This design comes from an exercise in tuning for small area, a short achievable clock period and few clock cycles on the open sky130 flow, not from production work. No run shown here included a check of the RTL's function; only the layout flow was run. Power is estimated from default activity; no workload was simulated.

[flow/design.v]
`timescale 1ns / 1ps
module DATAPATH(Product, done, clk, multiplicand, multiplier, start, rst);
output [31:0] Product;
output reg done;
input [16:0] multiplicand;
input [16:0] multiplier;
input clk, start, rst;
wire one1 = multiplier[0] ^ 1'b0;
wire two2 = (multiplier[1] & ~multiplier[0] & ~1'b0) | (~multiplier[1] & multiplier[0] & 1'b0);
wire pp3 = ((one1 & multiplicand[0])) ^ multiplier[1];
wire pp4 = ((one1 & multiplicand[1]) | (two2 & multiplicand[0])) ^ multiplier[1];
wire pp5 = ((one1 & multiplicand[2]) | (two2 & multiplicand[1])) ^ multiplier[1];
wire pp6 = ((one1 & multiplicand[3]) | (two2 & multiplicand[2])) ^ multiplier[1];
wire pp7 = ((one1 & multiplicand[4]) | (two2 & multiplicand[3])) ^ multiplier[1];
wire pp8 = ((one1 & multiplicand[5]) | (two2 & multiplicand[4])) ^ multiplier[1];
wire pp9 = ((one1 & multiplicand[6]) | (two2 & multiplicand[5])) ^ multiplier[1];
wire pp10 = ((one1 & multiplicand[7]) | (two2 & multiplicand[6])) ^ multiplier[1];
wire pp11 = ((one1 & multiplicand[8]) | (two2 & multiplicand[7])) ^ multiplier[1];
wire pp12 = ((one1 & multiplicand[9]) | (two2 & multiplicand[8])) ^ multiplier[1];
wire pp13 = ((one1 & multiplicand[10]) | (two2 & multiplicand[9])) ^ multiplier[1];
wire pp14 = ((one1 & multiplicand[11]) | (two2 & multiplicand[10])) ^ multiplier[1];
wire pp15 = ((one1 & multiplicand[12]) | (two2 & multiplicand[11])) ^ multiplier[1];
wire pp16 = ((one1 & multiplicand[13]) | (two2 & multiplicand[12])) ^ multiplier[1];
wire pp17 = ((one1 & multiplicand[14]) | (two2 & multiplicand[13])) ^ multiplier[1];
wire pp18 = ((one1 & multiplicand[15]) | (two2 & multiplicand[14])) ^ multiplier[1];
wire pp19 = ((two2 & multiplicand[15])) ^ multiplier[1];
wire sn20 = ~multiplier[1];
wire one21 = multiplier[2] ^ multiplier[1];
wire two22 = (multiplier[3] & ~multiplier[2] & ~multiplier[1]) | (~multiplier[3] & multiplier[2] & multiplier[1]);
wire pp23 = ((one21 & multiplicand[0])) ^ multiplier[3];
wire pp24 = ((one21 & multiplicand[1]) | (two22 & multiplicand[0])) ^ multiplier[3];
wire pp25 = ((one21 & multiplicand[2]) | (two22 & multiplicand[1])) ^ multiplier[3];
wire pp26 = ((one21 & multiplicand[3]) | (two22 & multiplicand[2])) ^ multiplier[3];
wire pp27 = ((one21 & multiplicand[4]) | (two22 & multiplicand[3])) ^ multiplier[3];
wire pp28 = ((one21 & multiplicand[5]) | (two22 & multiplicand[4])) ^ multiplier[3];
wire pp29 = ((one21 & multiplicand[6]) | (two22 & multiplicand[5])) ^ multiplier[3];
wire pp30 = ((one21 & multiplicand[7]) | (two22 & multiplicand[6])) ^ multiplier[3];
wire pp31 = ((one21 & multiplicand[8]) | (two22 & multiplicand[7])) ^ multiplier[3];
wire pp32 = ((one21 & multiplicand[9]) | (two22 & multiplicand[8])) ^ multiplier[3];
wire pp33 = ((one21 & multiplicand[10]) | (two22 & multiplicand[9])) ^ multiplier[3];
wire pp34 = ((one21 & multiplicand[11]) | (two22 & multiplicand[10])) ^ multiplier[3];
wire pp35 = ((one21 & multiplicand[12]) | (two22 & multiplicand[11])) ^ multiplier[3];
wire pp36 = ((one21 & multiplicand[13]) | (two22 & multiplicand[12])) ^ multiplier[3];
wire pp37 = ((one21 & multiplicand[14]) | (two22 & multiplicand[13])) ^ multiplier[3];
wire pp38 = ((one21 & multiplicand[15]) | (two22 & multiplicand[14])) ^ multiplier[3];
wire pp39 = ((two22 & multiplicand[15])) ^ multiplier[3];
wire sn40 = ~multiplier[3];
wire one41 = multiplier[4] ^ multiplier[3];
wire two42 = (multiplier[5] & ~multiplier[4] & ~multiplier[3]) | (~multiplier[5] & multiplier[4] & multiplier[3]);
wire pp43 = ((one41 & multiplicand[0])) ^ multiplier[5];
wire pp44 = ((one41 & multiplicand[1]) | (two42 & multiplicand[0])) ^ multiplier[5];
wire pp45 = ((one41 & multiplicand[2]) | (two42 & multiplicand[1])) ^ multiplier[5];
wire pp46 = ((one41 & multiplicand[3]) | (two42 & multiplicand[2])) ^ multiplier[5];
wire pp47 = ((one41 & multiplicand[4]) | (two42 & multiplicand[3])) ^ multiplier[5];
wire pp48 = ((one41 & multiplicand[5]) | (two42 & multiplicand[4])) ^ multiplier[5];
wire pp49 = ((one41 & multiplicand[6]) | (two42 & multiplicand[5])) ^ multiplier[5];
wire pp50 = ((one41 & multiplicand[7]) | (two42 & multiplicand[6])) ^ multiplier[5];
wire pp51 = ((one41 & multiplicand[8]) | (two42 & multiplicand[7])) ^ multiplier[5];
wire pp52 = ((one41 & multiplicand[9]) | (two42 & multiplicand[8])) ^ multiplier[5];
wire pp53 = ((one41 & multiplicand[10]) | (two42 & multiplicand[9])) ^ multiplier[5];
wire pp54 = ((one41 & multiplicand[11]) | (two42 & multiplicand[10])) ^ multiplier[5];
wire pp55 = ((one41 & multiplicand[12]) | (two42 & multiplicand[11])) ^ multiplier[5];
wire pp56 = ((one41 & multiplicand[13]) | (two42 & multiplicand[12])) ^ multiplier[5];
wire pp57 = ((one41 & multiplicand[14]) | (two42 & multiplicand[13])) ^ multiplier[5];
wire pp58 = ((one41 & multiplicand[15]) | (two42 & multiplicand[14])) ^ multiplier[5];
wire pp59 = ((two42 & multiplicand[15])) ^ multiplier[5];
wire sn60 = ~multiplier[5];
wire one61 = multiplier[6] ^ multiplier[5];
wire two62 = (multiplier[7] & ~multiplier[6] & ~multiplier[5]) | (~multiplier[7] & multiplier[6] & multiplier[5]);
wire pp63 = ((one61 & multiplicand[0])) ^ multiplier[7];
wire pp64 = ((one61 & multiplicand[1]) | (two62 & multiplicand[0])) ^ multiplier[7];
wire pp65 = ((one61 & multiplicand[2]) | (two62 & multiplicand[1])) ^ multiplier[7];
wire pp66 = ((one61 & multiplicand[3]) | (two62 & multiplicand[2])) ^ multiplier[7];
wire pp67 = ((one61 & multiplicand[4]) | (two62 & multiplicand[3])) ^ multiplier[7];
wire pp68 = ((one61 & multiplicand[5]) | (two62 & multiplicand[4])) ^ multiplier[7];
wire pp69 = ((one61 & multiplicand[6]) | (two62 & multiplicand[5])) ^ multiplier[7];
wire pp70 = ((one61 & multiplicand[7]) | (two62 & multiplicand[6])) ^ multiplier[7];
wire pp71 = ((one61 & multiplicand[8]) | (two62 & multiplicand[7])) ^ multiplier[7];
wire pp72 = ((one61 & multiplicand[9]) | (two62 & multiplicand[8])) ^ multiplier[7];
wire pp73 = ((one61 & multiplicand[10]) | (two62 & multiplicand[9])) ^ multiplier[7];
wire pp74 = ((one61 & multiplicand[11]) | (two62 & multiplicand[10])) ^ multiplier[7];
wire pp75 = ((one61 & multiplicand[12]) | (two62 & multiplicand[11])) ^ multiplier[7];
wire pp76 = ((one61 & multiplicand[13]) | (two62 & multiplicand[12])) ^ multiplier[7];
wire pp77 = ((one61 & multiplicand[14]) | (two62 & multiplicand[13])) ^ multiplier[7];
wire pp78 = ((one61 & multiplicand[15]) | (two62 & multiplicand[14])) ^ multiplier[7];
wire pp79 = ((two62 & multiplicand[15])) ^ multiplier[7];
wire sn80 = ~multiplier[7];
wire one81 = multiplier[8] ^ multiplier[7];
wire two82 = (multiplier[9] & ~multiplier[8] & ~multiplier[7]) | (~multiplier[9] & multiplier[8] & multiplier[7]);
wire pp83 = ((one81 & multiplicand[0])) ^ multiplier[9];
wire pp84 = ((one81 & multiplicand[1]) | (two82 & multiplicand[0])) ^ multiplier[9];
wire pp85 = ((one81 & multiplicand[2]) | (two82 & multiplicand[1])) ^ multiplier[9];
wire pp86 = ((one81 & multiplicand[3]) | (two82 & multiplicand[2])) ^ multiplier[9];
wire pp87 = ((one81 & multiplicand[4]) | (two82 & multiplicand[3])) ^ multiplier[9];
wire pp88 = ((one81 & multiplicand[5]) | (two82 & multiplicand[4])) ^ multiplier[9];
wire pp89 = ((one81 & multiplicand[6]) | (two82 & multiplicand[5])) ^ multiplier[9];
wire pp90 = ((one81 & multiplicand[7]) | (two82 & multiplicand[6])) ^ multiplier[9];
wire pp91 = ((one81 & multiplicand[8]) | (two82 & multiplicand[7])) ^ multiplier[9];
wire pp92 = ((one81 & multiplicand[9]) | (two82 & multiplicand[8])) ^ multiplier[9];
wire pp93 = ((one81 & multiplicand[10]) | (two82 & multiplicand[9])) ^ multiplier[9];
wire pp94 = ((one81 & multiplicand[11]) | (two82 & multiplicand[10])) ^ multiplier[9];
wire pp95 = ((one81 & multiplicand[12]) | (two82 & multiplicand[11])) ^ multiplier[9];
wire pp96 = ((one81 & multiplicand[13]) | (two82 & multiplicand[12])) ^ multiplier[9];
wire pp97 = ((one81 & multiplicand[14]) | (two82 & multiplicand[13])) ^ multiplier[9];
wire pp98 = ((one81 & multiplicand[15]) | (two82 & multiplicand[14])) ^ multiplier[9];
wire pp99 = ((two82 & multiplicand[15])) ^ multiplier[9];
wire sn100 = ~multiplier[9];
wire one101 = multiplier[10] ^ multiplier[9];
wire two102 = (multiplier[11] & ~multiplier[10] & ~multiplier[9]) | (~multiplier[11] & multiplier[10] & multiplier[9]);
wire pp103 = ((one101 & multiplicand[0])) ^ multiplier[11];
wire pp104 = ((one101 & multiplicand[1]) | (two102 & multiplicand[0])) ^ multiplier[11];
wire pp105 = ((one101 & multiplicand[2]) | (two102 & multiplicand[1])) ^ multiplier[11];
wire pp106 = ((one101 & multiplicand[3]) | (two102 & multiplicand[2])) ^ multiplier[11];
wire pp107 = ((one101 & multiplicand[4]) | (two102 & multiplicand[3])) ^ multiplier[11];
wire pp108 = ((one101 & multiplicand[5]) | (two102 & multiplicand[4])) ^ multiplier[11];
wire pp109 = ((one101 & multiplicand[6]) | (two102 & multiplicand[5])) ^ multiplier[11];
wire pp110 = ((one101 & multiplicand[7]) | (two102 & multiplicand[6])) ^ multiplier[11];
wire pp111 = ((one101 & multiplicand[8]) | (two102 & multiplicand[7])) ^ multiplier[11];
wire pp112 = ((one101 & multiplicand[9]) | (two102 & multiplicand[8])) ^ multiplier[11];
wire pp113 = ((one101 & multiplicand[10]) | (two102 & multiplicand[9])) ^ multiplier[11];
wire pp114 = ((one101 & multiplicand[11]) | (two102 & multiplicand[10])) ^ multiplier[11];
wire pp115 = ((one101 & multiplicand[12]) | (two102 & multiplicand[11])) ^ multiplier[11];
wire pp116 = ((one101 & multiplicand[13]) | (two102 & multiplicand[12])) ^ multiplier[11];
wire pp117 = ((one101 & multiplicand[14]) | (two102 & multiplicand[13])) ^ multiplier[11];
wire pp118 = ((one101 & multiplicand[15]) | (two102 & multiplicand[14])) ^ multiplier[11];
wire pp119 = ((two102 & multiplicand[15])) ^ multiplier[11];
wire sn120 = ~multiplier[11];
wire one121 = multiplier[12] ^ multiplier[11];
wire two122 = (multiplier[13] & ~multiplier[12] & ~multiplier[11]) | (~multiplier[13] & multiplier[12] & multiplier[11]);
wire pp123 = ((one121 & multiplicand[0])) ^ multiplier[13];
wire pp124 = ((one121 & multiplicand[1]) | (two122 & multiplicand[0])) ^ multiplier[13];
wire pp125 = ((one121 & multiplicand[2]) | (two122 & multiplicand[1])) ^ multiplier[13];
wire pp126 = ((one121 & multiplicand[3]) | (two122 & multiplicand[2])) ^ multiplier[13];
wire pp127 = ((one121 & multiplicand[4]) | (two122 & multiplicand[3])) ^ multiplier[13];
wire pp128 = ((one121 & multiplicand[5]) | (two122 & multiplicand[4])) ^ multiplier[13];
wire pp129 = ((one121 & multiplicand[6]) | (two122 & multiplicand[5])) ^ multiplier[13];
wire pp130 = ((one121 & multiplicand[7]) | (two122 & multiplicand[6])) ^ multiplier[13];
wire pp131 = ((one121 & multiplicand[8]) | (two122 & multiplicand[7])) ^ multiplier[13];
wire pp132 = ((one121 & multiplicand[9]) | (two122 & multiplicand[8])) ^ multiplier[13];
wire pp133 = ((one121 & multiplicand[10]) | (two122 & multiplicand[9])) ^ multiplier[13];
wire pp134 = ((one121 & multiplicand[11]) | (two122 & multiplicand[10])) ^ multiplier[13];
wire pp135 = ((one121 & multiplicand[12]) | (two122 & multiplicand[11])) ^ multiplier[13];
wire pp136 = ((one121 & multiplicand[13]) | (two122 & multiplicand[12])) ^ multiplier[13];
wire pp137 = ((one121 & multiplicand[14]) | (two122 & multiplicand[13])) ^ multiplier[13];
wire pp138 = ((one121 & multiplicand[15]) | (two122 & multiplicand[14])) ^ multiplier[13];
wire pp139 = ((two122 & multiplicand[15])) ^ multiplier[13];
wire sn140 = ~multiplier[13];
wire one141 = multiplier[14] ^ multiplier[13];
wire two142 = (multiplier[15] & ~multiplier[14] & ~multiplier[13]) | (~multiplier[15] & multiplier[14] & multiplier[13]);
wire pp143 = ((one141 & multiplicand[0])) ^ multiplier[15];
wire pp144 = ((one141 & multiplicand[1]) | (two142 & multiplicand[0])) ^ multiplier[15];
wire pp145 = ((one141 & multiplicand[2]) | (two142 & multiplicand[1])) ^ multiplier[15];
wire pp146 = ((one141 & multiplicand[3]) | (two142 & multiplicand[2])) ^ multiplier[15];
wire pp147 = ((one141 & multiplicand[4]) | (two142 & multiplicand[3])) ^ multiplier[15];
wire pp148 = ((one141 & multiplicand[5]) | (two142 & multiplicand[4])) ^ multiplier[15];
wire pp149 = ((one141 & multiplicand[6]) | (two142 & multiplicand[5])) ^ multiplier[15];
wire pp150 = ((one141 & multiplicand[7]) | (two142 & multiplicand[6])) ^ multiplier[15];
wire pp151 = ((one141 & multiplicand[8]) | (two142 & multiplicand[7])) ^ multiplier[15];
wire pp152 = ((one141 & multiplicand[9]) | (two142 & multiplicand[8])) ^ multiplier[15];
wire pp153 = ((one141 & multiplicand[10]) | (two142 & multiplicand[9])) ^ multiplier[15];
wire pp154 = ((one141 & multiplicand[11]) | (two142 & multiplicand[10])) ^ multiplier[15];
wire pp155 = ((one141 & multiplicand[12]) | (two142 & multiplicand[11])) ^ multiplier[15];
wire pp156 = ((one141 & multiplicand[13]) | (two142 & multiplicand[12])) ^ multiplier[15];
wire pp157 = ((one141 & multiplicand[14]) | (two142 & multiplicand[13])) ^ multiplier[15];
wire pp158 = ((one141 & multiplicand[15]) | (two142 & multiplicand[14])) ^ multiplier[15];
wire pp159 = ((two142 & multiplicand[15])) ^ multiplier[15];
wire sn160 = ~multiplier[15];
wire pp161 = multiplicand[0] & multiplier[15];
wire pp162 = multiplicand[1] & multiplier[15];
wire pp163 = multiplicand[2] & multiplier[15];
wire pp164 = multiplicand[3] & multiplier[15];
wire pp165 = multiplicand[4] & multiplier[15];
wire pp166 = multiplicand[5] & multiplier[15];
wire pp167 = multiplicand[6] & multiplier[15];
wire pp168 = multiplicand[7] & multiplier[15];
wire pp169 = multiplicand[8] & multiplier[15];
wire pp170 = multiplicand[9] & multiplier[15];
wire pp171 = multiplicand[10] & multiplier[15];
wire pp172 = multiplicand[11] & multiplier[15];
wire pp173 = multiplicand[12] & multiplier[15];
wire pp174 = multiplicand[13] & multiplier[15];
wire pp175 = multiplicand[14] & multiplier[15];
wire pp176 = multiplicand[15] & multiplier[15];
wire s177 = multiplier[3] ^ pp5 ^ pp23;
wire c178 = (multiplier[3] & pp5) | (multiplier[3] & pp23) | (pp5 & pp23);
wire s179 = pp6 ^ pp24;
wire c180 = pp6 & pp24;
wire s181 = multiplier[5] ^ pp7 ^ pp25;
wire c182 = (multiplier[5] & pp7) | (multiplier[5] & pp25) | (pp7 & pp25);
wire s183 = pp43 ^ c180;
wire c184 = pp43 & c180;
wire s185 = pp8 ^ pp26 ^ pp44;
wire c186 = (pp8 & pp26) | (pp8 & pp44) | (pp26 & pp44);
wire s187 = c182 ^ c184;
wire c188 = c182 & c184;
wire s189 = multiplier[7] ^ pp9 ^ pp27;
wire c190 = (multiplier[7] & pp9) | (multiplier[7] & pp27) | (pp9 & pp27);
wire s191 = pp45 ^ pp63 ^ c186;
wire c192 = (pp45 & pp63) | (pp45 & c186) | (pp63 & c186);
wire s193 = s189 ^ c188;
wire c194 = s189 & c188;
wire s195 = pp10 ^ pp28 ^ pp46;
wire c196 = (pp10 & pp28) | (pp10 & pp46) | (pp28 & pp46);
wire s197 = pp64 ^ c190 ^ s195;
wire c198 = (pp64 & c190) | (pp64 & s195) | (c190 & s195);
wire s199 = c192 ^ c194;
wire c200 = c192 & c194;
wire s201 = multiplier[9] ^ pp11 ^ pp29;
wire c202 = (multiplier[9] & pp11) | (multiplier[9] & pp29) | (pp11 & pp29);
wire s203 = pp47 ^ pp65 ^ pp83;
wire c204 = (pp47 & pp65) | (pp47 & pp83) | (pp65 & pp83);
wire s205 = c196 ^ s201 ^ s203;
wire c206 = (c196 & s201) | (c196 & s203) | (s201 & s203);
wire s207 = c198 ^ s205;
wire c208 = c198 & s205;
wire s209 = pp12 ^ pp30 ^ pp48;
wire c210 = (pp12 & pp30) | (pp12 & pp48) | (pp30 & pp48);
wire s211 = pp66 ^ pp84 ^ c202;
wire c212 = (pp66 & pp84) | (pp66 & c202) | (pp84 & c202);
wire s213 = c204 ^ s209 ^ c206;
wire c214 = (c204 & s209) | (c204 & c206) | (s209 & c206);
wire s215 = s211 ^ c208;
wire c216 = s211 & c208;
wire s217 = multiplier[11] ^ pp13 ^ pp31;
wire c218 = (multiplier[11] & pp13) | (multiplier[11] & pp31) | (pp13 & pp31);
wire s219 = pp49 ^ pp67 ^ pp85;
wire c220 = (pp49 & pp67) | (pp49 & pp85) | (pp67 & pp85);
wire s221 = pp103 ^ c210 ^ s217;
wire c222 = (pp103 & c210) | (pp103 & s217) | (c210 & s217);
wire s223 = s219 ^ c212 ^ s221;
wire c224 = (s219 & c212) | (s219 & s221) | (c212 & s221);
wire s225 = c214 ^ c216;
wire c226 = c214 & c216;
wire s227 = pp14 ^ pp32 ^ pp50;
wire c228 = (pp14 & pp32) | (pp14 & pp50) | (pp32 & pp50);
wire s229 = pp68 ^ pp86 ^ pp104;
wire c230 = (pp68 & pp86) | (pp68 & pp104) | (pp86 & pp104);
wire s231 = c218 ^ c220 ^ s227;
wire c232 = (c218 & c220) | (c218 & s227) | (c220 & s227);
wire s233 = s229 ^ c222 ^ s231;
wire c234 = (s229 & c222) | (s229 & s231) | (c222 & s231);
wire s235 = c224 ^ s233;
wire c236 = c224 & s233;
wire s237 = multiplier[13] ^ pp15 ^ pp33;
wire c238 = (multiplier[13] & pp15) | (multiplier[13] & pp33) | (pp15 & pp33);
wire s239 = pp51 ^ pp69 ^ pp87;
wire c240 = (pp51 & pp69) | (pp51 & pp87) | (pp69 & pp87);
wire s241 = pp105 ^ pp123 ^ c228;
wire c242 = (pp105 & pp123) | (pp105 & c228) | (pp123 & c228);
wire s243 = c230 ^ s237 ^ s239;
wire c244 = (c230 & s237) | (c230 & s239) | (s237 & s239);
wire s245 = c232 ^ s241 ^ s243;
wire c246 = (c232 & s241) | (c232 & s243) | (s241 & s243);
wire s247 = c234 ^ s245;
wire c248 = c234 & s245;
wire s249 = pp16 ^ pp34 ^ pp52;
wire c250 = (pp16 & pp34) | (pp16 & pp52) | (pp34 & pp52);
wire s251 = pp70 ^ pp88 ^ pp106;
wire c252 = (pp70 & pp88) | (pp70 & pp106) | (pp88 & pp106);
wire s253 = pp124 ^ c238 ^ c240;
wire c254 = (pp124 & c238) | (pp124 & c240) | (c238 & c240);
wire s255 = s249 ^ s251 ^ c242;
wire c256 = (s249 & s251) | (s249 & c242) | (s251 & c242);
wire s257 = c244 ^ s253 ^ s255;
wire c258 = (c244 & s253) | (c244 & s255) | (s253 & s255);
wire s259 = c246 ^ c248;
wire c260 = c246 & c248;
wire s261 = multiplier[15] ^ pp17 ^ pp35;
wire c262 = (multiplier[15] & pp17) | (multiplier[15] & pp35) | (pp17 & pp35);
wire s263 = pp53 ^ pp71 ^ pp89;
wire c264 = (pp53 & pp71) | (pp53 & pp89) | (pp71 & pp89);
wire s265 = pp107 ^ pp125 ^ pp143;
wire c266 = (pp107 & pp125) | (pp107 & pp143) | (pp125 & pp143);
wire s267 = c250 ^ c252 ^ s261;
wire c268 = (c250 & c252) | (c250 & s261) | (c252 & s261);
wire s269 = s263 ^ s265 ^ c254;
wire c270 = (s263 & s265) | (s263 & c254) | (s265 & c254);
wire s271 = s267 ^ c256 ^ s269;
wire c272 = (s267 & c256) | (s267 & s269) | (c256 & s269);
wire s273 = c258 ^ s271;
wire c274 = c258 & s271;
wire s275 = pp18 ^ pp36 ^ pp54;
wire c276 = (pp18 & pp36) | (pp18 & pp54) | (pp36 & pp54);
wire s277 = pp72 ^ pp90 ^ pp108;
wire c278 = (pp72 & pp90) | (pp72 & pp108) | (pp90 & pp108);
wire s279 = pp126 ^ pp144 ^ c262;
wire c280 = (pp126 & pp144) | (pp126 & c262) | (pp144 & c262);
wire s281 = c264 ^ c266 ^ s275;
wire c282 = (c264 & c266) | (c264 & s275) | (c266 & s275);
wire s283 = s277 ^ c268 ^ s279;
wire c284 = (s277 & c268) | (s277 & s279) | (c268 & s279);
wire s285 = s281 ^ c270 ^ s283;
wire c286 = (s281 & c270) | (s281 & s283) | (c270 & s283);
wire s287 = c272 ^ s285;
wire c288 = c272 & s285;
wire s289 = pp161 ^ pp19 ^ pp37;
wire c290 = (pp161 & pp19) | (pp161 & pp37) | (pp19 & pp37);
wire s291 = pp55 ^ pp73 ^ pp91;
wire c292 = (pp55 & pp73) | (pp55 & pp91) | (pp73 & pp91);
wire s293 = pp109 ^ pp127 ^ pp145;
wire c294 = (pp109 & pp127) | (pp109 & pp145) | (pp127 & pp145);
wire s295 = c276 ^ c278 ^ s289;
wire c296 = (c276 & c278) | (c276 & s289) | (c278 & s289);
wire s297 = s291 ^ s293 ^ c280;
wire c298 = (s291 & s293) | (s291 & c280) | (s293 & c280);
wire s299 = c282 ^ s295 ^ s297;
wire c300 = (c282 & s295) | (c282 & s297) | (s295 & s297);
wire s301 = c284 ^ s299 ^ c286;
wire c302 = (c284 & s299) | (c284 & c286) | (s299 & c286);
wire s303 = 1'b1 ^ sn20 ^ pp162;
wire c304 = (1'b1 & sn20) | (1'b1 & pp162) | (sn20 & pp162);
wire s305 = pp38 ^ pp56 ^ pp74;
wire c306 = (pp38 & pp56) | (pp38 & pp74) | (pp56 & pp74);
wire s307 = pp92 ^ pp110 ^ pp128;
wire c308 = (pp92 & pp110) | (pp92 & pp128) | (pp110 & pp128);
wire s309 = pp146 ^ s303 ^ c290;
wire c310 = (pp146 & s303) | (pp146 & c290) | (s303 & c290);
wire s311 = c292 ^ c294 ^ s305;
wire c312 = (c292 & c294) | (c292 & s305) | (c294 & s305);
wire s313 = s307 ^ c296 ^ s309;
wire c314 = (s307 & c296) | (s307 & s309) | (c296 & s309);
wire s315 = s311 ^ c298 ^ s313;
wire c316 = (s311 & c298) | (s311 & s313) | (c298 & s313);
wire s317 = c300 ^ s315;
wire c318 = c300 & s315;
wire s319 = 1'b1 ^ pp163 ^ pp39;
wire c320 = (1'b1 & pp163) | (1'b1 & pp39) | (pp163 & pp39);
wire s321 = pp57 ^ pp75 ^ pp93;
wire c322 = (pp57 & pp75) | (pp57 & pp93) | (pp75 & pp93);
wire s323 = pp111 ^ pp129 ^ pp147;
wire c324 = (pp111 & pp129) | (pp111 & pp147) | (pp129 & pp147);
wire s325 = c304 ^ c306 ^ c308;
wire c326 = (c304 & c306) | (c304 & c308) | (c306 & c308);
wire s327 = s319 ^ s321 ^ s323;
wire c328 = (s319 & s321) | (s319 & s323) | (s321 & s323);
wire s329 = c310 ^ c312 ^ s325;
wire c330 = (c310 & c312) | (c310 & s325) | (c312 & s325);
wire s331 = s327 ^ c314 ^ s329;
wire c332 = (s327 & c314) | (s327 & s329) | (c314 & s329);
wire s333 = c316 ^ s331;
wire c334 = c316 & s331;
wire s335 = sn40 ^ pp164 ^ pp58;
wire c336 = (sn40 & pp164) | (sn40 & pp58) | (pp164 & pp58);
wire s337 = pp76 ^ pp94 ^ pp112;
wire c338 = (pp76 & pp94) | (pp76 & pp112) | (pp94 & pp112);
wire s339 = pp130 ^ pp148 ^ c320;
wire c340 = (pp130 & pp148) | (pp130 & c320) | (pp148 & c320);
wire s341 = c322 ^ c324 ^ s335;
wire c342 = (c322 & c324) | (c322 & s335) | (c324 & s335);
wire s343 = s337 ^ c326 ^ c328;
wire c344 = (s337 & c326) | (s337 & c328) | (c326 & c328);
wire s345 = s339 ^ s341 ^ c330;
wire c346 = (s339 & s341) | (s339 & c330) | (s341 & c330);
wire s347 = s343 ^ c332 ^ s345;
wire c348 = (s343 & c332) | (s343 & s345) | (c332 & s345);
wire s349 = 1'b1 ^ pp165 ^ pp59;
wire c350 = (1'b1 & pp165) | (1'b1 & pp59) | (pp165 & pp59);
wire s351 = pp77 ^ pp95 ^ pp113;
wire c352 = (pp77 & pp95) | (pp77 & pp113) | (pp95 & pp113);
wire s353 = pp131 ^ pp149 ^ c336;
wire c354 = (pp131 & pp149) | (pp131 & c336) | (pp149 & c336);
wire s355 = c338 ^ s349 ^ s351;
wire c356 = (c338 & s349) | (c338 & s351) | (s349 & s351);
wire s357 = c340 ^ c342 ^ s353;
wire c358 = (c340 & c342) | (c340 & s353) | (c342 & s353);
wire s359 = s355 ^ c344 ^ s357;
wire c360 = (s355 & c344) | (s355 & s357) | (c344 & s357);
wire s361 = c346 ^ s359;
wire c362 = c346 & s359;
wire s363 = sn60 ^ pp166 ^ pp78;
wire c364 = (sn60 & pp166) | (sn60 & pp78) | (pp166 & pp78);
wire s365 = pp96 ^ pp114 ^ pp132;
wire c366 = (pp96 & pp114) | (pp96 & pp132) | (pp114 & pp132);
wire s367 = pp150 ^ c350 ^ c352;
wire c368 = (pp150 & c350) | (pp150 & c352) | (c350 & c352);
wire s369 = s363 ^ s365 ^ c354;
wire c370 = (s363 & s365) | (s363 & c354) | (s365 & c354);
wire s371 = c356 ^ s367 ^ s369;
wire c372 = (c356 & s367) | (c356 & s369) | (s367 & s369);
wire s373 = c358 ^ s371 ^ c360;
wire c374 = (c358 & s371) | (c358 & c360) | (s371 & c360);
wire s375 = 1'b1 ^ pp167 ^ pp79;
wire c376 = (1'b1 & pp167) | (1'b1 & pp79) | (pp167 & pp79);
wire s377 = pp97 ^ pp115 ^ pp133;
wire c378 = (pp97 & pp115) | (pp97 & pp133) | (pp115 & pp133);
wire s379 = pp151 ^ c364 ^ c366;
wire c380 = (pp151 & c364) | (pp151 & c366) | (c364 & c366);
wire s381 = s375 ^ s377 ^ c368;
wire c382 = (s375 & s377) | (s375 & c368) | (s377 & c368);
wire s383 = s379 ^ c370 ^ s381;
wire c384 = (s379 & c370) | (s379 & s381) | (c370 & s381);
wire s385 = c372 ^ s383;
wire c386 = c372 & s383;
wire s387 = sn80 ^ pp168 ^ pp98;
wire c388 = (sn80 & pp168) | (sn80 & pp98) | (pp168 & pp98);
wire s389 = pp116 ^ pp134 ^ pp152;
wire c390 = (pp116 & pp134) | (pp116 & pp152) | (pp134 & pp152);
wire s391 = c376 ^ c378 ^ s387;
wire c392 = (c376 & c378) | (c376 & s387) | (c378 & s387);
wire s393 = s389 ^ c380 ^ s391;
wire c394 = (s389 & c380) | (s389 & s391) | (c380 & s391);
wire s395 = c382 ^ s393 ^ c384;
wire c396 = (c382 & s393) | (c382 & c384) | (s393 & c384);
wire s397 = 1'b1 ^ pp169 ^ pp99;
wire c398 = (1'b1 & pp169) | (1'b1 & pp99) | (pp169 & pp99);
wire s399 = pp117 ^ pp135 ^ pp153;
wire c400 = (pp117 & pp135) | (pp117 & pp153) | (pp135 & pp153);
wire s401 = c388 ^ c390 ^ s397;
wire c402 = (c388 & c390) | (c388 & s397) | (c390 & s397);
wire s403 = s399 ^ c392 ^ s401;
wire c404 = (s399 & c392) | (s399 & s401) | (c392 & s401);
wire s405 = c394 ^ s403;
wire c406 = c394 & s403;
wire s407 = sn100 ^ pp170 ^ pp118;
wire c408 = (sn100 & pp170) | (sn100 & pp118) | (pp170 & pp118);
wire s409 = pp136 ^ pp154 ^ c398;
wire c410 = (pp136 & pp154) | (pp136 & c398) | (pp154 & c398);
wire s411 = c400 ^ s407 ^ c402;
wire c412 = (c400 & s407) | (c400 & c402) | (s407 & c402);
wire s413 = s409 ^ c404 ^ s411;
wire c414 = (s409 & c404) | (s409 & s411) | (c404 & s411);
wire s415 = 1'b1 ^ pp171 ^ pp119;
wire c416 = (1'b1 & pp171) | (1'b1 & pp119) | (pp171 & pp119);
wire s417 = pp137 ^ pp155 ^ c408;
wire c418 = (pp137 & pp155) | (pp137 & c408) | (pp155 & c408);
wire s419 = s415 ^ c410 ^ s417;
wire c420 = (s415 & c410) | (s415 & s417) | (c410 & s417);
wire s421 = c412 ^ s419;
wire c422 = c412 & s419;
wire s423 = sn120 ^ pp172 ^ pp138;
wire c424 = (sn120 & pp172) | (sn120 & pp138) | (pp172 & pp138);
wire s425 = pp156 ^ c416 ^ s423;
wire c426 = (pp156 & c416) | (pp156 & s423) | (c416 & s423);
wire s427 = c418 ^ s425 ^ c420;
wire c428 = (c418 & s425) | (c418 & c420) | (s425 & c420);
wire s429 = 1'b1 ^ pp173 ^ pp139;
wire c430 = (1'b1 & pp173) | (1'b1 & pp139) | (pp173 & pp139);
wire s431 = pp157 ^ c424 ^ s429;
wire c432 = (pp157 & c424) | (pp157 & s429) | (c424 & s429);
wire s433 = c426 ^ s431;
wire c434 = c426 & s431;
wire s435 = sn140 ^ pp174 ^ pp158;
wire c436 = (sn140 & pp174) | (sn140 & pp158) | (pp174 & pp158);
wire s437 = c430 ^ s435 ^ c432;
wire c438 = (c430 & s435) | (c430 & c432) | (s435 & c432);
wire s439 = 1'b1 ^ pp175 ^ pp159;
wire c440 = (1'b1 & pp175) | (1'b1 & pp159) | (pp175 & pp159);
wire s441 = c436 ^ s439;
wire c442 = c436 & s439;
wire s443 = sn160 ^ pp176 ^ c440;
wire [31:0] row_s = {c442, s441, c434, s433, c422, s421, c406, s405, c386, s385, c362, s361, c334, c318, s317, c288, c274, c260, s257, c236, c226, s223, s213, c200, s197, s191, s185, s181, s179, s177, pp4, multiplier[1]};
wire [31:0] row_c = {s443, c438, s437, c428, s427, c414, s413, c396, s395, c374, s373, c348, s347, s333, c302, s301, s287, s273, s259, s247, s235, s225, s215, s207, s199, s193, s187, s183, c178, 1'b0, 1'b0, pp3};
reg [31:0] acc_s, acc_c;
always @(posedge clk)
 if (start) begin
  acc_s <= row_s;
  acc_c <= row_c;
 end
assign Product = acc_s + acc_c;
always @(posedge clk)
 if (rst)
  done <= 1'b0;
 else
  done <= start;
endmodule
[flow/run.sh]
#!/bin/bash
# synth_recipe.tcl (not shown) runs the flow's synth.tcl, then flattens the netlist and writes it again
# the make line also repeats each setting of config.mk as NAME=value (left out here)
make -C /OpenROAD-flow-scripts/flow DESIGN_CONFIG=/design/flow/config.mk WORK_HOME=/design/flow/orfs CLKGATE_MAP_FILE= SYNTH_SCRIPT=/design/flow/synth_recipe.tcl finish
[flow/config.mk]
export PLATFORM = sky130hd
export DESIGN_NAME = DATAPATH
export DESIGN_NICKNAME = DATAPATH
export VERILOG_FILES = /design/flow/design.v
export SDC_FILE = /design/flow/constraint.sdc
export NUM_CORES = 4
export LEC_CHECK = 0
export CAP_MARGIN = 20
export CORE_MARGIN = 2
export CORE_UTILIZATION = 40
export SLEW_MARGIN = 20
[flow/constraint.sdc]
create_clock -name core_clock -period 4.0 [get_ports {clk}]
set_input_delay 0.8000 -clock core_clock [delete_from_list [all_inputs] [get_ports {clk}]]
set_output_delay 0.8000 -clock core_clock [all_outputs]
set_load 0.01 [all_outputs]
==> metrics.md, run 1 <==
| Metric | Value |
|---|---|
| Result of the run | `complete, no violations` |
| Timing-limited maximum frequency | `0.2545 GHz` |
| Hpwl dp | `27900 microns` |
| Via total after detailed routing | `11560` |
| Switching power | `3.596 mW` |
| Synthesized area divided by synthesized cell count | `7.736 sq um` |
| Internal power summed over all cells | `4.726 mW` |
| CTS Root Cell | `sky130_fd_sc_hd__clkbuf_16` |
| Number of maximum-capacitance violations | `0` |
| Share of total power in combinational logic | `75.3%` |
| Number of standard cells in the final layout excluding fillers | `2047` |
| CTS Buffer Depth | `2` |
| I/O pin total | `70` |
| Share of post-route cells with drive strength above 1 | `24.81%` |
| Final-stage net count | `1863` |
| Portion of total power attributed to the clock network | `9.3%` |
| Via count of the first global-routing pass | `10600` |
| Clock-pin slew on the worst setup and hold paths | `0.05 ns` |
| Number of buffers inserted for hold repair after clock tree synthesis | `0` |
| Area share of fa/ha/maj cells after synthesis | `27.18%` |
| Part of the Yosys area used for sequential elements | `16.55%` |
| Global-route wire length before repair | `55860 microns` |
| Type of origin of the critical path | `input pin` |
| Most common cell after layout, fill and taps aside | `sky130_fd_sc_hd__buf_4` |
| Largest stage delay on the critical path | `0.49 ns` |
| Count of final setup violators | `0` |
| Period utilisation layout | `98.24%` |
| Wire length reported by the detailed router | `35420 microns` |
| Endpoint class of the critical path | `flip-flop` |
| M1 GR Usage | `33.69%` |
| Synth warnings | `1` |
| Mux share of post-synthesis cell area | `0.08802%` |
| Post-synthesis share of cell area spent on and, or, nand and nor gates | `14.20%` |
| Routed length per placed instance | `17.30 microns` |
| Max VDD drop | `293.5 uV` |
| CTS H-Tree Depth | `3` |
| EDFF count, synth | `62` |
| Number of DRC markers after the initial detailed-route iteration | `1232` |
| Xor and xnor area share after synthesis | `4.621%` |
| Post-synthesis to final-layout area growth | `31.16%` |
| Minimum period implied by the final worst setup slack | `3.929 ns` |
| Critical-path cell list | `dlygate4sd2_1 > buf_4 > buf_4 > o22ai_1 > nor2_1 > nor2_1 > a221oi_2 > fa_2 > fa_1 > inv_1 > fa_1 > fa_1 > inv_1 > ha_1` |
| Flip-flop cell with the highest count after synthesis | `sky130_fd_sc_hd__edfxtp_1` |
| Cell row count | `61` |
| Hold Fails Final Rpt | `0` |
| Final worst slack | `0.07053 ns` |
| GR met2 Demand/Resource | `36.33%` |
| WP data arrival | `4.00 ns` |
| Clk sinks | `63` |
| Worst hold path type | `input pin to flip-flop` |
| Post-synthesis compound-gate area fraction | `27.96%` |
| Total count of max-transition violations in the final report | `0` |
| Top cells by area in the synthesized netlist | `sky130_fd_sc_hd__fa_1 (18%), sky130_fd_sc_hd__edfxtp_1 (16%), sky130_fd_sc_hd__a21oi_1 (6.6%)` |
| Initial antenna violation count | `0` |
| Clock tree from TritonCTS | `built` |
| Layer with the highest usage | `met2` |
| Switching Share | `43.21%` |
| Async S/R FF share, synth | `0%` |
| Synth top area share | `18.13%` |
| Leak | `6.283 nW` |
| Standard cell with the maximum stage delay on the critical path | `sky130_fd_sc_hd__fa_1` |
| Floorplan die width | `172.6 microns` |
| Sequential share of power | `15.4%` |
| Setup Slack @ Placement | `-0.6337 ns` |
| Number of search-and-repair iterations in the first detailed-routing pass | `6` |
| Initial core utilization | `40.82%` |
| Via count normalized by instance count | `5.646` |
| DRT antenna net count | `0` |
| Routability congestion estimate | `0.9331` |
| Gr usage total | `22.81%` |
| Worst relative slew slack | `49.23%` |
| Dominant cell type by area after synthesis | `sky130_fd_sc_hd__fa_1` |
| Total power divided by cell area | `558.0 mW/mm^2` |
| Overflow left after global routing | `0` |
| Required time at the endpoint of the critical path | `4.07 ns` |
| Residual DRC count | `0` |
| Post-synthesis instance area | `0.01137 sq mm` |
| Worst-margin pin slew | `0.7616 ns` |
| Main combinational cell family by area after synthesis | `compound AO/OA/AOI/OAI gates` |
| Cell count after synthesis | `1470` |
| Met3 usage in global routing | `1.319%` |
| Largest driver fanout on the critical path | `5` |
| Post-route setup TNS | `0 ns` |
| Placed cells | `2015` |
| Placeable core region | `0.02786 sq mm` |
| Clock buffers created by TritonCTS | `9` |
| PortBufs | `67` |
| Cell mode on critical path | `sky130_fd_sc_hd__fa_1` |
| Tightest hold margin | `1.002 ns` |
| Chip height | `172.6 microns` |
| Synthesized flop and latch total | `63` |
| Area of the die | `0.02980 sq mm` |
| Largest net degree at the start of global routing | `64` |
| Class of the most critical setup path | `input pin to flip-flop` |
| Post-synth cell types | `64` |
| Net count after synthesis | `1669` |
| Number of diodes added for antenna fixing | `0` |
| Most frequent cells in the layout | `sky130_fd_sc_hd__buf_4 (231), sky130_fd_sc_hd__a21oi_1 (148), sky130_fd_sc_hd__nand2_1 (132), sky130_fd_sc_hd__nor2_1 (128), sky130_fd_sc_hd__inv_1 (110)` |
-- worst paths after layout --
check,cells past startpoint,startpoint,slack (ns),endpoint
max,14,multiplicand[13],0.07,acc_s[17]
min,2,rst,1.00,done
-- sequential cells by signal (all words and copies together) (netlist names) --
name,count
done,1
acc_c,30
acc_s,32
-- area by class of cell --
class	count	area, sq um
multi-input cells	1124	8857
flip-flops and latches	63	1882
clock inverters	4	53.80
inverters	128	485.5
repair inverters	1	7.507
clock buffers	12	256.5
repair buffers	337	2900
well taps	378	473.0
fillers	2616	12940
-- cells in the mapped netlist, drive strengths merged (37+ instances only) --
cell type / number
a21oi: 152
nand2: 134
nor2: 133
clkbuf: 126
inv: 123
o21ai: 108
fa: 103
edfxtp: 62
ha: 59
a211oi: 47
o22ai: 44
a22oi: 41
xnor2: 37
-- power by group through the flow --
| stage | combinational [mW] | clock (mW) | sequential [mW] |
|---|---|---|---|
| 6_report | 6.26 | 0.778 | 1.28 |
| 5_1_grt | 6.92 | 0.824 | 1.31 |
| 4_1_cts | 6.15 | 0.792 | 1.27 |
| 3_5_place_dp | 6.07 | 0 | 1.28 |
| 3_3_place_gp | 5.96 | 0 | 1.28 |
| 2_1_floorplan | 3.78 | 0 | 1.26 |
-- per-stage QoR --
step | power [mW] | utilization, % | cell area [sq um]
final | 8.323 | 53.54 | 14920
after global routing | 9.055 | 53.54 | 14920
after CTS | 8.216 | 52.38 | 14590
after detailed placement | 7.357 | 50.26 | 14000
after global placement | 7.244 | 50.26 | 14000
after floorplan | 5.037 | - | 11520
-- worst max-delay path: cells and delay by family --
family	cells	cell delay (ns)
buffers and inverters	5	0.76
AND/OR/NAND/NOR	2	0.19
AO/OA/AOI/OAI	2	0.22
adder cells (fa/ha/maj)	5	2.02
-- metal layers --
layer,vias to the layer above,part of all wire [%]
li1,5557,-
met1,5504,47
met2,429,44
met3,67,6.3
met4,0,2.7
met5,-,0
-- what timing repair did --
item	4_1_cts	5_1_grt
gates cloned	2	2
gates resized for setup	99	88
pin swaps	33	29
setup buffers	8	4
setup endpoints to repair	33	29
-- kinds of logic (layout without fill, tap and decap cells) --
kind of cell,count (synthesis),after routing
xor gates and xnor gates,60,60
adders and majority gates,191,191
DFF,63,63
and+or+nand+nor,371,371
muxes,1,1
AOI/OAI and AO/OA,501,501
buffers and inverters,283,482
==> run 2: changes to the inputs <==
--- a/flow/config.mk
+++ b/flow/config.mk
@@ -7,5 +7,6 @@
 export LEC_CHECK = 0
 export CAP_MARGIN = 20
 export CORE_MARGIN = 2
-export CORE_UTILIZATION = 40
+export CORE_UTILIZATION = 60
+export GPL_TIMING_DRIVEN = 0
 export SLEW_MARGIN = 20
==> run 2 against run 1 <==
Effect of this change:
- combinational power grew 4.0%
- worst hold slack got worse by 0.23 ns
- synthesized area unchanged
- largest power group unchanged
- the layout now fails its checks (setup timing)
- highest routed layer unchanged
==> metrics.md, run 2 <==
| Metric | Value |
|---|---|
| Result of the run | `failed layout checks` |
| Causes of the layout check failure | `setup timing` |
| Largest net degree at the start of global routing | `64` |
| Total power divided by cell area | `606.7 mW/mm^2` |
| Cell row count | `50` |
| Largest driver fanout on the critical path | `10` |
| Period utilisation layout | `101.4%` |
| Dominant cell type by area after synthesis | `sky130_fd_sc_hd__fa_1` |
| Routed length per placed instance | `24.77 microns` |
| Most common cell after layout, fill and taps aside | `sky130_fd_sc_hd__a21oi_1` |
| Initial core utilization | `61.00%` |
| Top Registers | `acc_s x32, acc_c x30, done x1` |
| Number of buffers inserted for hold repair after clock tree synthesis | `0` |
| Worst hold path type | `input pin to flip-flop` |
| Final-stage net count | `1763` |
| I/O pin total | `70` |
| DRT antenna net count | `0` |
| Timing-limited maximum frequency | `0.2465 GHz` |
| Most common cell in the netlist | `sky130_fd_sc_hd__a21oi_1` |
| Residual DRC count | `0` |
| Switching Share | `45.57%` |
| Portion of total power attributed to the clock network | `8.0%` |
| Placeable core region | `0.01864 sq mm` |
| Worst Min Path Start | `multiplier[1]` |
| Area of the die | `0.02007 sq mm` |
| Clk sinks | `63` |
| Hold Fails Final Rpt | `0` |
| Async S/R FF share, synth | `0%` |
| Final design instance area without fill | `0.01399 sq mm` |
| Leading cell types by count after synthesis | `sky130_fd_sc_hd__a21oi_1 (151), sky130_fd_sc_hd__nand2_1 (134), sky130_fd_sc_hd__nor2_1 (133)` |
| Initial antenna violation count | `0` |
| Number of diodes added for antenna fixing | `0` |
| Total placed instance area | `0.01240 sq mm` |
| Number of search-and-repair iterations in the first detailed-routing pass | `8` |
| Worst setup path start | `multiplier[7]` |
| Cell count after synthesis | `1470` |
| Global-route wire length before repair | `67210 microns` |
| Leak | `5.750 nW` |
| PortBufs | `59` |
| EDFF count, synth | `62` |
| WP data arrival | `4.12 ns` |
| Internal power summed over all cells | `4.619 mW` |
| Filler cells | `1408` |
| Worst relative slew slack | `50.90%` |
| Largest Register | `acc_s` |
| CTS Root Cell | `sky130_fd_sc_hd__clkbuf_16` |
| Clock buffers created by TritonCTS | `9` |
| Share of post-route cells with drive strength above 1 | `20.41%` |
| Routability congestion estimate | `1.096` |
| Synthesized area divided by synthesized cell count | `7.736 sq um` |
| Post-synthesis instance area | `0.01137 sq mm` |
| Floorplan die width | `141.7 microns` |
| Flip-flop cell with the highest count after synthesis | `sky130_fd_sc_hd__edfxtp_1` |
| Number of DRC markers after the initial detailed-route iteration | `1877` |
| Net count after synthesis | `1669` |
| Endpoint class of the critical path | `flip-flop` |
| Class of the most critical setup path | `input pin to flip-flop` |
| Part of the Yosys area used for sequential elements | `16.55%` |
| CTS Buffer Depth | `2` |
| Top cells by area in the synthesized netlist | `sky130_fd_sc_hd__fa_1 (18%), sky130_fd_sc_hd__edfxtp_1 (16%), sky130_fd_sc_hd__a21oi_1 (6.6%)` |
| Overflow left after global routing | `0` |
| Share of total power in combinational logic | `76.7%` |
| Post-synth cell types | `64` |
| Chip height | `141.7 microns` |
| Gr usage total | `44.14%` |
| Clock-pin slew on the worst setup and hold paths | `0.05 ns` |
| Synthesized flop and latch total | `63` |
| Most frequent cells in the layout | `sky130_fd_sc_hd__a21oi_1 (146), sky130_fd_sc_hd__nand2_1 (131), sky130_fd_sc_hd__nor2_1 (127), sky130_fd_sc_hd__inv_1 (112), sky130_fd_sc_hd__fa_1 (84)` |
| Post-synthesis to final-layout area growth | `22.98%` |
| Via total after detailed routing | `12300` |
| Number of maximum-capacitance violations | `0` |
| Register area | `0.001882 sq mm` |
| Final worst slack | `-0.05711 ns` |
| Synth warnings | `1` |
| Wire length reported by the detailed router | `44640 microns` |
| Post-layout util | `75.02%` |
| Synth top area share | `18.13%` |
| Type of origin of the critical path | `input pin` |
| Clock tree from TritonCTS | `built` |
| CTS H-Tree Depth | `3` |
| Max VDD drop | `322.9 uV` |
| Area taken by multi-input logic gates | `0.008930 sq mm` |
| Worst-margin pin slew | `0.7366 ns` |
| Via count of the first global-routing pass | `11520` |
| Required time at the endpoint of the critical path | `4.06 ns` |
| Count of final setup violators | `2` |
| Via count normalized by instance count | `6.828` |
| Minimum period implied by the final worst setup slack | `4.057 ns` |
| Flip-flop count of the largest register, all copies and words added | `32` |
| Total count of max-transition violations in the final report | `0` |
| Switching power | `3.867 mW` |
| Sequential share of power | `15.3%` |
| Setup repair after global routing missed its margin | `true` |
| Hpwl dp | `32060 microns` |
## run 2: cell counts after synthesis
No cell type changed its count.
## run 2: final timing paths
kind        end  cells after the start
max   acc_c[19]                     12
min    acc_s[0]                      2
## run 2: cells by family (layout without fill, tap and decap cells)
| logic type | count (synthesis) | in the layout | share of synthesized area [%] |
|---|---|---|---|
| flops | 63 | 63 | 16.55 |
| mux | 1 | 1 | 0.08802 |
| xor+xnor | 60 | 60 | 4.621 |
| buf+inv | 283 | 380 | 9.407 |
| compound gates | 501 | 501 | 27.96 |
| simple gates | 371 | 372 | 14.20 |
| fa+ha+maj | 191 | 191 | 27.18 |
## run 2: power groups by stage
| stage | Clock, mW | Combinational (mW) | Sequential, mW |
|---|---|---|---|
| floorplan | 0 | 3.78 | 1.26 |
| global placement | 0 | 5.67 | 1.28 |
| detailed placement | 0 | 5.90 | 1.29 |
| CTS | 0.686 | 6.24 | 1.29 |
| global route | 0.710 | 7.10 | 1.32 |
| finish | 0.676 | 6.51 | 1.30 |
## run 2: layout make-up
type | instances | share of cell area (%)
Buffer | 150 | 9.733
Clock buffer | 9 | 1.610
Clock inverter | 6 | 0.2773
Inverter | 128 | 3.578
Multi-Input combinational cell | 1125 | 63.85
Sequential cell | 63 | 13.45
Tap cell | 234 | 2.093
Timing Repair Buffer | 87 | 5.403
## run 2: per-layer routing
layer / track usage, % / vias to the layer above / share of wire [%]
met5: 0 / - / 0
met3: 9.146 / 263 / 13
met2: 69.47 / 982 / 43
li1: - / 5369 / -
met1: 58.02 / 5690 / 36
met4: 22.53 / 0 / 7.4
## run 2: what timing repair did
item | CTS | global route
gates resized for setup | 338 | 175
setup endpoints to repair | 48 | 34
pin swaps | 21 | 27
buffers inserted | 21 | 6
gates cloned | 1 | 1
## run 2: worst max-delay path: stages
cell and delay [ns]:
sky130_fd_sc_hd__buf_4 0.19, sky130_fd_sc_hd__clkbuf_4 0.28, sky130_fd_sc_hd__buf_4 0.24, sky130_fd_sc_hd__o211ai_1 0.10, sky130_fd_sc_hd__o21ai_0 0.10, sky130_fd_sc_hd__o21ai_2 0.14
sky130_fd_sc_hd__fa_2 0.42, sky130_fd_sc_hd__fa_1 0.47, sky130_fd_sc_hd__fa_2 0.38, sky130_fd_sc_hd__fa_1 0.49, sky130_fd_sc_hd__inv_1 0.05, sky130_fd_sc_hd__fa_1 0.44
## run 2: metrics by stage
step                instances  power, mW  setup slack (ns)  hold WS [ns]  setup TNS (ns)
detailed placement       1763      7.194            -1.772         1.323          -51.12
global placement         1763      6.946            -1.713         1.319          -49.92
floorplan                1470      5.037           -0.1452        0.8716         -0.5126
global route             1802      9.136          -0.04973        0.7714         -0.1347
finish                   1802      8.486          -0.05711        0.7732        -0.06683
CTS                      1796      8.217          -0.04436        0.7633        -0.08361

==> port drivers added, routing unchanged <==
No port has a modelled driver above. Below, the same layouts with a new extraction and two added sets of constraints.
Step 1 assumes that a clkbuf_16 drives the clock port and a buf_2 every other input.
Step 2, shift: input delay + t, output delay - t, t = (earliest + latest rising clock arrival at the registers) / 2. This alone moves slack from input paths to output paths.
Three values: no drivers, after step 1, after step 2; two values: the first two.
| run | t (ns) | setup slack, ns | hold slack, ns | clock arrival spread, ns | cell pins on the clock port's net |
|---|---|---|---|---|---|
| run 1 | 0.358 | 0.071 / 0.091 / -0.267 | 1.002 / 0.983 / 1.341 | 0.010 / 0.010 | 1 |
| run 2 | 0.360 | -0.057 / -0.050 / -0.410 | 0.773 / 0.792 / 1.152 | 0.006 / 0.006 | 1 |
With both steps, setup timing fails in run 1, where it was met with ideal ports. The setup slack of run 2, which loses most, moves by +0.007 ns with the drivers and by -0.353 ns with both steps.
